What follows belongs to an exercise in optimizing a design on an open flow for small area; a production flow would make more cautious choices.
Function was checked by simulation only, so behaviour that the tests miss may differ from the original.
Power is estimated from default activity; no workload was simulated.

==> design.v <==
`timescale 1ns / 1ps
module Debouncer #(parameter CNT_BITS = 20) (
    input clk,
    input rst,
    input signal,   
    output reg signal_state,   
    output signal_up    
);
reg signal_sync_0;  always @(posedge clk) signal_sync_0 <= rst ? 1'b0 : signal;
reg signal_sync_1;  always @(posedge clk) signal_sync_1 <= rst ? 1'b0 : signal_sync_0;
reg [CNT_BITS-1:0] signal_cnt;
wire signal_idle = (signal_state==signal_sync_1);
wire signal_cnt_max = &signal_cnt;	 
always @(posedge clk)
if(rst)
begin
    signal_cnt <= 0;
    signal_state <= 1'b0;
end
else if(signal_idle)
    signal_cnt <= 0;   
else
begin
    signal_cnt <= signal_cnt + 1'b1;   
    if(signal_cnt_max) signal_state <= ~signal_state;   
end
assign signal_up   = ~signal_idle & signal_cnt_max &  signal_state;
endmodule
`timescale 10s / 1s
module clock_divisor #(parameter DIV_MAX = 50000000, parameter DIV_BITS = 26) (
    input clk_100MHz,
    input rst,
	 input reset,
    output reg clk_1Hz 
    );
reg[DIV_BITS-1:0] contador;
reg reset_last;
always @(posedge clk_100MHz)
begin
	if (rst)
	begin
		contador = 0;
		clk_1Hz <= 0;
		reset_last = 0;
	end
	else if (reset && reset != reset_last)
	begin
		contador = 0;
		clk_1Hz <= 0;
		reset_last = reset;
	end
	else
	begin
		if(contador != DIV_MAX)	
		begin
			contador = contador + 1 ; 
		end
		else
		begin
			contador = 0;
			clk_1Hz <= ~clk_1Hz; 
		end
		reset_last = reset;
	end
end
endmodule
`timescale 1ns / 1ps
module temporizador #(parameter DIV_MAX = 50000000, parameter DIV_BITS = 26) (
	 input clk_100MHz,
	 input rst,
    input[1:0]    value,
	 input   start_timer,
    output reg  t_expired, 
	 output reg reset
    );
reg[1:0] counter;
reg counting;
reg add_one;
reg add_one_last;
reg clk_1Hz_last;
wire clk_1Hz;
clock_divisor #(.DIV_MAX(DIV_MAX), .DIV_BITS(DIV_BITS)) clk_dev(
	.clk_100MHz(clk_100MHz),
	.rst(rst),
	.clk_1Hz(clk_1Hz),
	.reset(reset)
 );
always @(posedge clk_100MHz)
begin
	if(rst)
	begin
		counter = 0;
		counting = 0;
		add_one_last = 0;
		t_expired <= 0;
		reset <= 0;
	end
	else if(counting)
	begin
		if(add_one_last != add_one)
		begin
			add_one_last = add_one;
			counter = counter + 1;
		end
		else
		begin
			counter = counter;
		end
		if(counter >= value)
		begin
			t_expired <= 1;
			counting = 0;
			reset <= 0;
			add_one_last = add_one;
		end
		else
		begin
			reset <= 1;
			counting = 1;
			t_expired <= 0;
		end
	end
	else
	begin
		add_one_last = add_one;
		t_expired <= 0;
		if(start_timer)
		begin
			counting = 1;
			reset <= 1;
			counter = 0;
		end
		else
		begin
			counting =0;
			reset <= 0;
			counter = 0;	
		end
	end	
end
always @(posedge clk_100MHz)
begin
	if(rst)
	begin
		clk_1Hz_last <= 0;
		add_one <= 0;
	end
	else
	begin
		clk_1Hz_last <= clk_1Hz;
		if(clk_1Hz && !clk_1Hz_last)
			add_one <= ~ add_one;
	end
end
endmodule
`timescale 1ns / 1ps
module FSM(
    input clk,
    input rst,
    input ok,
    input t_expired,
	 input reset,
	 input [2:0] c_type,
    output reg [2:0]ing_type,
	 output reg start_timer,
	 output reg[7:3] ingredientes,
	 output reg cobrar,
	 output reg [2:0] c_type_saved
    );
  parameter INICIO  = 4'b0000,AGUA = 4'b0010,CAFE = 4'b0100, MILK  = 4'b0110,CHOCO = 4'b1000,AZUC = 4'b1010, COBRAR_WAIT = 4'b1111;
  parameter LAGUA = 4'b0001,LCAFE = 4'b0011, LMILK  = 4'b0101,LCHOCO = 4'b0111,LAZUC = 4'b1001, COBRAR = 4'b1011;
  reg   [3:0] state;
always @ (posedge clk)
begin  
if(rst)
begin
	state <=  INICIO;
	c_type_saved <= 0;
end
else if(reset == 1'b1)
begin
	state <=  INICIO;
end
else begin	
	case(state)
		  INICIO : if (ok == 1'b1)
					  begin
						  state <= LAGUA;
						  c_type_saved <= c_type;
					  end
					  else 
						  state <= INICIO;
		  LAGUA : state <= AGUA;
		  AGUA : if (t_expired) begin
						  state <= LCAFE; end
					  else 
						  state <= AGUA;
		  LCAFE: state <= CAFE;
		  CAFE :if (t_expired)begin
						  state <= LMILK; end
					  else 
						  state <= CAFE;
		  LMILK: state <= MILK;			  
		  MILK :if (t_expired) begin
						  state <= LCHOCO; end
					  else 
						  state <= MILK;
		  LCHOCO : state <= CHOCO;
		  CHOCO : if (t_expired) begin
						  state <= LAZUC; end
					  else 
						  state <= CHOCO;
		  LAZUC: state <= AZUC;
		  AZUC : if (t_expired) begin
						  state <= COBRAR; end
					  else 
						  state <= AZUC;
		  COBRAR: begin
					c_type_saved <= 0;
					state <= COBRAR_WAIT;
					end
		  COBRAR_WAIT: begin
					c_type_saved <= 0;
					state <= INICIO;
					end
		  default : state <= INICIO;
		 endcase
 end
end
always @(state) 
     begin
	  case(state)
      INICIO : begin
			ing_type =  3'b000;
			start_timer =  1'b0;
			ingredientes =  5'b00000;
			cobrar = 0;
               end
		LAGUA : begin
			 ing_type =  3'b001;
			 start_timer =  1'b0;
			 ingredientes =  5'b10000;
			 cobrar = 0;
             end
      AGUA : begin
			 ing_type =  3'b001;
			 start_timer =  1'b1;
			 ingredientes =  5'b10000;
			 cobrar = 0;
             end
		LCAFE : begin
             ing_type =  3'b010;
	          start_timer =  1'b0;
	          ingredientes =  5'b01000;
		       cobrar = 0;
             end
      CAFE : begin
             ing_type =  3'b010;
	          start_timer =  1'b1;
	          ingredientes =  5'b01000;
			    cobrar = 0;
             end
		LMILK: begin
             ing_type =  3'b011;
	          start_timer =  1'b0;
	          ingredientes =  5'b00100;
			    cobrar = 0;
             end		 
	   MILK: begin
             ing_type =  3'b011;
	          start_timer =  1'b1;
	          ingredientes =  5'b00100;
			    cobrar = 0;
             end
		LCHOCO : begin
				ing_type =  3'b100;
				start_timer =  1'b0;
				ingredientes =  5'b00010;
			   cobrar = 0;
				end
      CHOCO : begin
				ing_type =  3'b100;
				start_timer =  1'b1;
				ingredientes =  5'b00010;
			   cobrar = 0;
				end
		LAZUC : begin
			ing_type =  3'b101;
			start_timer=  1'b0;
			ingredientes=  5'b00001;
			cobrar = 0;
			end
      AZUC : begin
			ing_type =  3'b101;
			start_timer=  1'b1;
			ingredientes=  5'b00001;
			cobrar = 0;
			end
		COBRAR : begin
			ing_type =  3'b000;
			start_timer=  1'b0;
			ingredientes=  5'b00000;
			cobrar = 1;
			end
		COBRAR_WAIT : begin
			ing_type =  3'b000;
			start_timer=  1'b0;
			ingredientes=  5'b00000;
			cobrar = 0;
			end
     default : begin
					ing_type =  3'b000;
					start_timer=  1'b0;
               ingredientes =  5'b00000;
					cobrar = 0;
               end
    endcase
   end
 endmodule  
`timescale 1ns / 1ps
module Comparador(
	 input clk,
	 input rst,
    input [3:0] dinero,
    input [2:0] c_type,
    output reg ok,
    output reg [3:0] cambio
    );
reg [3:0] precio;
always @ (posedge clk)
begin
	case(c_type)
		3'b001: precio = 3;
		3'b010: precio = 4;
		3'b011: precio = 5;
		3'b100: precio = 7;
		default: precio = 0;	
	endcase
	if (rst)
	begin
		ok <= 0;
		cambio <= 0;
	end
	else if (precio !=0)
	begin
		if(dinero >= precio)
		begin
			ok <= 1;
			cambio  <= dinero - precio;
		end
      else
		begin
			ok <= 0;
			cambio <= 0;
		end
	end
	else
	begin
		ok <= 0;
		cambio <= 0;
	end
end
endmodule
`timescale 1ns / 1ps
module Contador(
	 input clk,
	 input rst,
    input one,
    input five,
    input reset,
    output reg [3:0] total
    );
	always @(posedge clk)
		if (rst || reset) total <= 0 ;
		else 
		begin
			if (one) total <= total + 1 ;
			if (five) total <= total + 5 ;
		end
endmodule
`timescale 1ns / 1ps
module SelectBebida(
    input [3:0] switches,
    output reg [2:0] c_type
    );
always @(*)
begin
	case (switches)
			4'b0001 : c_type = 3'b001;
			4'b0010 : c_type = 3'b010;
			4'b0100 : c_type = 3'b011;
			4'b1000 : c_type = 3'b100;
			default : c_type = 3'b000;
	endcase
end
endmodule
`timescale 1ns / 1ps
module TimeSelector(
    input [2:0] c_type,
    input [2:0] ing_type,
    output reg [1:0] t_value
    );
always @(*)
begin
		if (c_type == 3'b001)
			case(ing_type)
				3'b001: t_value = 2;
				3'b010: t_value = 3;
				3'b011: t_value = 0;
				3'b100: t_value = 0;
				3'b101: t_value = 1;
				default: t_value = 0;
			endcase
		else if (c_type == 3'b010)
			case(ing_type)
				3'b001: t_value = 2;
				3'b010: t_value = 2;
				3'b011: t_value = 1;
				3'b100: t_value = 0;
				3'b101: t_value = 1;
				default: t_value = 0;
			endcase
		else if (c_type == 3'b011)
			case(ing_type)
				3'b001: t_value = 2;
				3'b010: t_value = 1;
				3'b011: t_value = 2;
				3'b100: t_value = 0;
				3'b101: t_value = 1;
				default: t_value = 0;
			endcase
		else if (c_type == 3'b100)
			case(ing_type)
				3'b001: t_value = 1;
				3'b010: t_value = 1;
				3'b011: t_value = 1;
				3'b100: t_value = 2;
				3'b101: t_value = 1;
				default: t_value = 0;
			endcase
		else
			t_value = 0;	
end
endmodule
`timescale 1ns / 1ps
module binto7seg(
	 input clk,
	 input rst,
    input  [3:0] binary,
    output reg [6:0] seg
    );
always @(posedge clk)
if (rst)
seg <= 7'b1000000;
else
case (binary)
4'b0000 :       
seg <= 7'b1000000;
4'b0001 :    	 
seg <= 7'b1111001;
4'b0010 :  		 
seg <= 7'b0100100; 
4'b0011 : 		 
seg <= 7'b0110000;
4'b0100 :		 
seg <= 7'b0011001;
4'b0101 :		 
seg <= 7'b0010010;  
4'b0110 :		 
seg <= 7'b0000010;
4'b0111 :		 
seg <= 7'b1111000;
4'b1000 :     	 
seg <= 7'b0000000;
4'b1001 :    	 
seg <= 7'b0010000;
4'b1010 :  		 
seg <= 7'b0001000; 
4'b1011 : 		 
seg <= 7'b0000011;
4'b1100 :		 
seg <= 7'b1000110;
4'b1101 :		 
seg <= 7'b0100001;
4'b1110 :		 
seg <= 7'b0000110;
4'b1111 :		 
seg <= 7'b0001110;
endcase
endmodule
`timescale 1ns / 1ps
module deco(
	 input clk,
	 input rst,
    input [1:0] in,
    output reg [3:0] out
    );
always@(posedge clk)
begin
	if (rst)
	  out <= 4'b1111;
	else
	case (in)
	  2'b00 : out <= 4'b1110;
	  2'b01 : out <= 4'b1101;
	  2'b10 : out <= 4'b1011;
	  2'b11 : out <= 4'b0111;
	  default : out <= 0;
	endcase
end
endmodule
`timescale 1ns / 1ps
module seven_segment #(parameter SEG_BITS = 17) (
	 input clk,
	 input rst,
    input [3:0] in,
    output [6:0] seg,
    output [3:0] an
  );
reg [SEG_BITS-1:0] contador; 
reg [1:0] an_select;
reg [3:0] x;
reg [3:0] unidades;
reg decenas;
binto7seg toseg (
		.clk(clk),
		.rst(rst),
		.binary(x),
		.seg(seg)
);
deco deco (
		.clk(clk),
		.rst(rst),
		.in(an_select),
		.out(an)
);
always @(posedge clk)
if (rst)
begin
contador <= 0;
an_select <= 0;
x <= 0;
unidades <= 0;
decenas <= 0;
end
else
begin
contador <= contador + 1; 
if(&contador)
 begin
	if (in > 9)
	begin
		decenas <= 1;
		unidades <= in - 10;
	end
	else
	begin
		decenas <= 0;
		unidades <= in;
	end
	contador <= 0;
	an_select <= an_select + 1;
	case (an_select)
			2'b01 : x <= unidades;
			2'b10 : x <= decenas;
			2'b11 : x <= 0;
			2'b00 : x <= 0;
			default : x <= 0;
	endcase
 end
end
endmodule
`timescale 1ns / 1ps
module main(
    input clk,
    input rst,
    input btnl,
	 input btnd,
	 input btnr,
	 input btnp,
	 input [3:0] speed,
    output [7:0] led,
	 output [6:0] seg,
	 output [3:0] an
    );
localparam DB_BITS  = 10;    
localparam DIV_MAX  = 2999;  
localparam DIV_BITS = 12;
localparam SEG_BITS = 10;    
wire [3:0] bebida;
wire [3:0] total;
wire [3:0] cambio;
reg [3:0] display;
wire reset_wire; 
wire reset_contador_wire;
wire cobrar_wire;
wire cancel_wire; 
wire hundred_wire; 
wire five_hundred_wire;
wire [2:0] c_type;
wire [2:0] c_type_saved;
wire t_expired;
wire [2:0] ing_type;
wire [1:0] t_value;
wire on_temp;
wire start_timer;
wire ok;
assign led[1:0] = 2'b00;
Debouncer #(.CNT_BITS(DB_BITS)) coffee(
	.clk(clk),
	.rst(rst),
	.signal(speed[0]),
	.signal_state(bebida[0])
);
Debouncer #(.CNT_BITS(DB_BITS)) coffee_milk(
	.clk(clk),
	.rst(rst),
	.signal(speed[1]),
	.signal_state(bebida[1])
);
Debouncer #(.CNT_BITS(DB_BITS)) cappuc(
	.clk(clk),
	.rst(rst),
	.signal(speed[2]),
	.signal_state(bebida[2])
);
Debouncer #(.CNT_BITS(DB_BITS)) mocca(
	.clk(clk),
	.rst(rst),
	.signal(speed[3]),
	.signal_state(bebida[3])
);
Debouncer #(.CNT_BITS(DB_BITS)) cancel(
		.clk(clk),
	.rst(rst),
		.signal(btnd),
		.signal_state(cancel_wire)
);
Debouncer #(.CNT_BITS(DB_BITS)) reset(
		.clk(clk),
	.rst(rst),
		.signal(btnp),
		.signal_state(reset_wire)
);
Debouncer #(.CNT_BITS(DB_BITS)) hundred_coin(
		.clk(clk),
	.rst(rst),
		.signal(btnl),
		.signal_up(hundred_wire)
);
Debouncer #(.CNT_BITS(DB_BITS)) five_hundred_coin(
		.clk(clk),
	.rst(rst),
		.signal(btnr),
		.signal_up(five_hundred_wire)
);
SelectBebida selector(
	.switches(bebida),
	.c_type(c_type)
);
seven_segment #(.SEG_BITS(SEG_BITS)) seven_seg(
		.clk(clk),
	.rst(rst),
		.in(display),
		.seg(seg),
		.an(an)
);
Comparador comparador (
	.clk(clk),
	.rst(rst),
	.dinero(total),
	.c_type(c_type),
	.cambio(cambio),
	.ok(ok)
);
assign reset_contador_wire = cancel_wire||cobrar_wire;
Contador monedero(
		.clk(clk),
	.rst(rst),
		.one(hundred_wire),
		.five(five_hundred_wire),
		.reset(reset_contador_wire),
		.total(total)
);
temporizador #(.DIV_MAX(DIV_MAX), .DIV_BITS(DIV_BITS)) temp(
	.clk_100MHz(clk),
	.rst(rst),
	.value(t_value),
	.start_timer(start_timer),
	.t_expired(t_expired),	
	.reset(on_temp)
);
clock_divisor #(.DIV_MAX(DIV_MAX), .DIV_BITS(DIV_BITS)) clk_1Hz(
	.clk_100MHz(clk),
	.rst(rst),
	.clk_1Hz(led[2]),
	.reset(on_temp)
 );
TimeSelector time_select(
	.c_type(c_type_saved),
	.ing_type(ing_type),
	.t_value(t_value)
 );
FSM fsm(
		.clk(clk),
	.rst(rst),
		.ok(ok),
		.c_type(c_type),
		.t_expired(t_expired),
		.reset(reset_wire),
		.ing_type(ing_type),
		.start_timer(start_timer),
		.ingredientes(led[7:3]),
		.cobrar(cobrar_wire),
		.c_type_saved(c_type_saved)
    );
always@(posedge clk)
begin
	if(rst)
		display <= 0;
	else if(cambio !=0)
		display <= cambio;
	else
		display <= total;
end
endmodule
==> run.sh <==
#!/bin/bash
# synth_recipe.tcl (not shown) runs the flow's synth.tcl, then flattens the netlist and writes it again
# the make line also repeats each setting of config.mk as NAME=value (left out here)
make -C /OpenROAD-flow-scripts/flow DESIGN_CONFIG=/design/flow/config.mk WORK_HOME=/design/flow/orfs CLKGATE_MAP_FILE= SYNTH_SCRIPT=/design/flow/synth_recipe.tcl finish
==> config.mk <==
export PLATFORM = sky130hd
export DESIGN_NAME = main
export DESIGN_NICKNAME = main
export VERILOG_FILES = /design/flow/design.v
export SDC_FILE = /design/flow/constraint.sdc
export NUM_CORES = 4
export LEC_CHECK = 0
export CAP_MARGIN = 20
export CORE_MARGIN = 2
export CORE_UTILIZATION = 40
export SLEW_MARGIN = 20
==> constraint.sdc <==
create_clock -name core_clock -period 10.0 [get_ports {clk}]
set_input_delay 2.0000 -clock core_clock [delete_from_list [all_inputs] [get_ports {clk}]]
set_output_delay 2.0000 -clock core_clock [all_outputs]
set_load 0.01 [all_outputs]
==> results.txt <==
per-layer routing:
| layer | vias to the layer above | share of wire, % | track usage, % | wire length [µm] |
|---|---|---|---|---|
| met1 | 2731 | 52 | 17.6 | 7270 |
| li1 | 3273 | - | - | - |
| met4 | 0 | 1.0 | 4.21 | 143 |
| met5 | - | 0 | 0 | 0 |
| met2 | 44 | 44 | 21.2 | 6150 |
| met3 | 9 | 2.7 | 3.70 | 376 |
worst min path at each step:
stage,cells after the start,to
finish,1,clk_1Hz.contador[0]$_SDFF_PP0_
global route,1,cappuc.signal_sync_1$_SDFF_PP0_
CTS,1,mocca.signal_sync_1$_SDFF_PP0_
detailed placement,1,mocca.signal_sync_1$_SDFF_PP0_
global placement,1,mocca.signal_sync_1$_SDFF_PP0_
floorplan,1,clk_1Hz.contador[0]$_SDFF_PP0_
logic make-up (layout without fill, tap and decap cells):
| family | after synthesis | count (layout) | synth area share (%) |
|---|---|---|---|
| adder cells (fa/ha/maj) | 34 | 34 | 5.02 |
| flip-flops | 200 | 200 | 46.4 |
| other | 1 | 2 | 0.0434 |
| buffers and inverters | 81 | 98 | 3.84 |
| multiplexers | 11 | 11 | 1.32 |
| AND/OR/NAND/NOR | 425 | 425 | 25.1 |
| XOR/XNOR | 107 | 107 | 10.9 |
| AO/OA/AOI/OAI | 106 | 106 | 7.44 |
registers in the layout, summed over array words and instances, names as in the netlist, 10 cells and up:
signal	cells
reset.signal_cnt	10
clk_1Hz.contador	12
cancel.signal_cnt	10
temp.clk_dev.contador	12
coffee_milk.signal_cnt	10
coffee.signal_cnt	10
five_hundred_coin.signal_cnt	10
cappuc.signal_cnt	10
hundred_coin.signal_cnt	10
seven_seg.contador	10
mocca.signal_cnt	10
power groups by stage:
| stage | sequential, mW | clock, mW | combinational, mW |
|---|---|---|---|
| floorplan | 0.826 | 0 | 0.0208 |
| global placement | 0.827 | 0 | 0.0275 |
| detailed placement | 0.827 | 0 | 0.0279 |
| CTS | 0.809 | 0.724 | 0.0279 |
| global route | 0.810 | 0.756 | 0.0310 |
| finish | 0.809 | 0.700 | 0.0270 |
worst max-delay path: cells and delay by family:
family | cells | cell delay [ns]
buffers and inverters | 2 | 0.44
adder cells (fa/ha/maj) | 1 | 0.25
AO/OA/AOI/OAI | 7 | 1.25
AND/OR/NAND/NOR | 1 | 0.48
final cells by class:
| class | instances | area (µm²) |
|---|---|---|
| Multi-Input combinational cell | 685 | 4300 |
| Inverter | 41 | 154 |
| Timing Repair Buffer | 27 | 263 |
| Sequential cell | 200 | 4000 |
| Clock inverter | 9 | 140 |
| Clock buffer | 21 | 460 |
| Tap cell | 275 | 344 |
| Fill cell | 2039 | 11400 |
cells in the mapped netlist, types with 24 or more instances:
cell type / instances
sky130_fd_sc_hd__dfxtp_1: 200
sky130_fd_sc_hd__nor2_1: 151
sky130_fd_sc_hd__xor2_1: 63
sky130_fd_sc_hd__nand2_1: 54
sky130_fd_sc_hd__nand3_1: 47
sky130_fd_sc_hd__xnor2_1: 44
sky130_fd_sc_hd__a21oi_1: 41
sky130_fd_sc_hd__inv_1: 40
sky130_fd_sc_hd__ha_1: 33
sky130_fd_sc_hd__clkbuf_1: 29
sky130_fd_sc_hd__nand4_1: 28
sky130_fd_sc_hd__o21ai_0: 27
sky130_fd_sc_hd__nor2b_1: 24
sky130_fd_sc_hd__nor3_1: 24
==> metrics.log <==
INFO  metric status = timing/DRC/antenna clean
INFO  metric floorplan.die_area = 22,800 µm²
INFO  metric synth_top_cell_area_share = 46.4%
INFO  metric cpPeakStageDelay = 0.48 ns
INFO  metric p_sw_share = 20.4%
INFO  metric clockPowerShare = 45.6%
INFO  metric antenna_found_initial = 0
INFO  metric layout-area-overhead-vs-synth = 12.0%
INFO  metric worst_setup_hold_path_clk_slew = 0.07 ns
INFO  metric reg2reg_from = fsm.state[3]$_SDFF_PP0_
INFO  metric cts_sinks = 200
INFO  metric post_synth_instance_area = 8630 µm²
INFO  metric min_from = clk_1Hz.contador[0]$_SDFF_PP0_
INFO  metric viasPerCell = 4.81
INFO  metric finalNonFillerCells = 1,258
INFO  metric cp_data_arrival_time = 4.44 ns
INFO  metric synth-edff-count = 0
INFO  metric ys_warns = 12
INFO  metric grt_overflow = 0
INFO  metric port_buffers = 26
INFO  metric worst_case_vdd_ir_drop = 0.107 mV
INFO  metric first_pass_iters = 5
INFO  metric cp_slowest_cell = sky130_fd_sc_hd__or2_2
INFO  metric hpwl_after_detailed_placement = 9290 µm
INFO  metric timing.setup.tns = 0 ns
INFO  metric place.gp.congestion = 0.786
INFO  metric worst_slack = 5.92 ns
INFO  metric fp.dieW = 151 µm
INFO  metric drt-wirelength-per-cell = 11.1 µm
INFO  metric post_dp_cell_area = 9060 µm²
INFO  metric route.final.wire_length = 13,900 µm
INFO  metric grt_setup_unrepaired = no
INFO  metric setup.reg_to_reg.worst_slack = 7.41 ns
INFO  metric htreeDepth = 4
INFO  metric core.rowCount = 53
INFO  metric final_net_count = 1,016
INFO  metric launching_instance_or_port_of_the_critical_path = rst
INFO  metric stdcell_area = 9660 µm²
INFO  metric initial_core_util = 40.9%
INFO  metric maxSlewHeadroom = 38.4%
INFO  metric finalCritPeriodShare = 40.8%
INFO  metric timing.clock.skew = 0.00895 ns
INFO  metric synth_cell_type_count = 59
INFO  metric worst_setup_timing_slack_at_the_placement_stage = 5.45 ns
INFO  metric ioPinCount = 29
INFO  metric antenna_diode_instance_count = 0
INFO  metric timing.critical_path.from_type = input port
INFO  metric critical_path_peak_fanout = 81
INFO  metric final.min_clock_period = 4.08 ns
INFO  metric global_route_wire_length_before_repair = 25,000 µm
INFO  metric antenna_left = 0
INFO  metric commonest_cells_after_routing_fill_and_taps_aside = sky130_fd_sc_hd__dfxtp_1 (200), sky130_fd_sc_hd__nor2_1 (151), sky130_fd_sc_hd__xor2_1 (63)
INFO  metric max_clock_freq = 245 MHz
INFO  metric postSynthCellCount = 965
INFO  metric finalSetupViolCount = 0
INFO  metric synth.avg_cell_area = 8.94 µm²
INFO  metric routed-via-count = 6,057
INFO  metric drv.max_cap_violation_count = 0
INFO  metric synth_async_sr_flop_share = 0%
INFO  metric synth-seq-cells = 200
INFO  metric r2r_end = led[4]$_DFF_P_
INFO  metric cts_inserted_buffers = 17
INFO  metric dominantRegCellSynth = sky130_fd_sc_hd__dfxtp_1
INFO  metric cts_root_buf = sky130_fd_sc_hd__clkbuf_16
INFO  metric finalHoldWorstSlack = 0.436 ns
INFO  metric internal_power = 1.22 mW
INFO  metric synth.area.top_cells = sky130_fd_sc_hd__dfxtp_1 (46%), sky130_fd_sc_hd__nor2_1 (6.6%), sky130_fd_sc_hd__xor2_1 (6.4%), sky130_fd_sc_hd__ha_1 (4.8%), sky130_fd_sc_hd__xnor2_1 (4.5%)
INFO  metric pwrdens = 159 nW/µm²
INFO  metric final_core_utilization = 45.8%
INFO  metric tritoncts_clock_tree = yes
INFO  metric dp.cells = 1,228
INFO  metric clkLatencyLatePin = 0.42 ns
INFO  metric slew_violations = 0
INFO  metric switchingPower = 0.313 mW
INFO  metric post-cts-setup-buffer-count = 0
INFO  metric path_cells = buf_2 > buf_4 > or2_2 > a21oi_1 > o21a_1 > o21a_1 > ha_1 > a21boi_0 > o21ai_0 > a21o_1 > a21oi_1
INFO  metric endpoint_type_of_the_worst_setup_path = register
INFO  metric power.sequential.fraction = 52.7%
INFO  metric power.combinational.fraction = 1.8%
INFO  metric core_area = 21,100 µm²
INFO  metric yosysTopAreaCell = sky130_fd_sc_hd__dfxtp_1
INFO  metric layout-drive-gt1-share = 4.68%
INFO  metric drc = 0
INFO  metric first_global_vias = 5,640
INFO  metric synth.yosys.seq_area_share = 46.4%
INFO  metric grt_start_max_net_pins = 82
INFO  metric crit_path_end = led[4]$_DFF_P_
INFO  metric hold_viol = 0
INFO  metric worst_hold_path_type = register to register
INFO  metric cp.required = 10.36 ns
INFO  metric path_class = input port to register
INFO  metric grt_usage = 13.3%
INFO  metric power.leakage = 3.40 nW
INFO  metric worst_pin_slew = 0.917 ns
INFO  metric cts_resized = 0
INFO  metric violation_count_after_the_first_detailed_route_iteration = 300
INFO  metric reg2reg_depth = 9
INFO  metric totalPowerFinal = 1.54 mW
INFO  metric die_h = 151 µm
INFO  metric cts_hold_repair.buffers = 0
INFO  metric layout_commonest_cell = sky130_fd_sc_hd__dfxtp_1
INFO  metric cts.path.max_buffers = 2

## re-timing with driven ports
The results above use ideal ports. As a check the final layout listed here was re-extracted and re-timed, cells and wires unchanged.
Step 1 assumes that a clkbuf_16 drives the clock port and a buf_2 every other input.
Step 2 also shifts input and output timing later by t, the mid clock arrival at the registers, as if the neighbouring blocks saw the same clock.
Three values: no drivers, after step 1, after step 2; two values: the first two.
t (ns): 0.463
slack for setup (ns): 5.916 / 5.941 / 5.478
worst setup path at the end: input to register
worst data-port slew with drivers (ns): 0.04
cell pins on the clock port's net: 1
After both steps this run still meets setup and hold. The setup slack of this run moves by +0.025 ns with the drivers and by -0.438 ns with both steps.
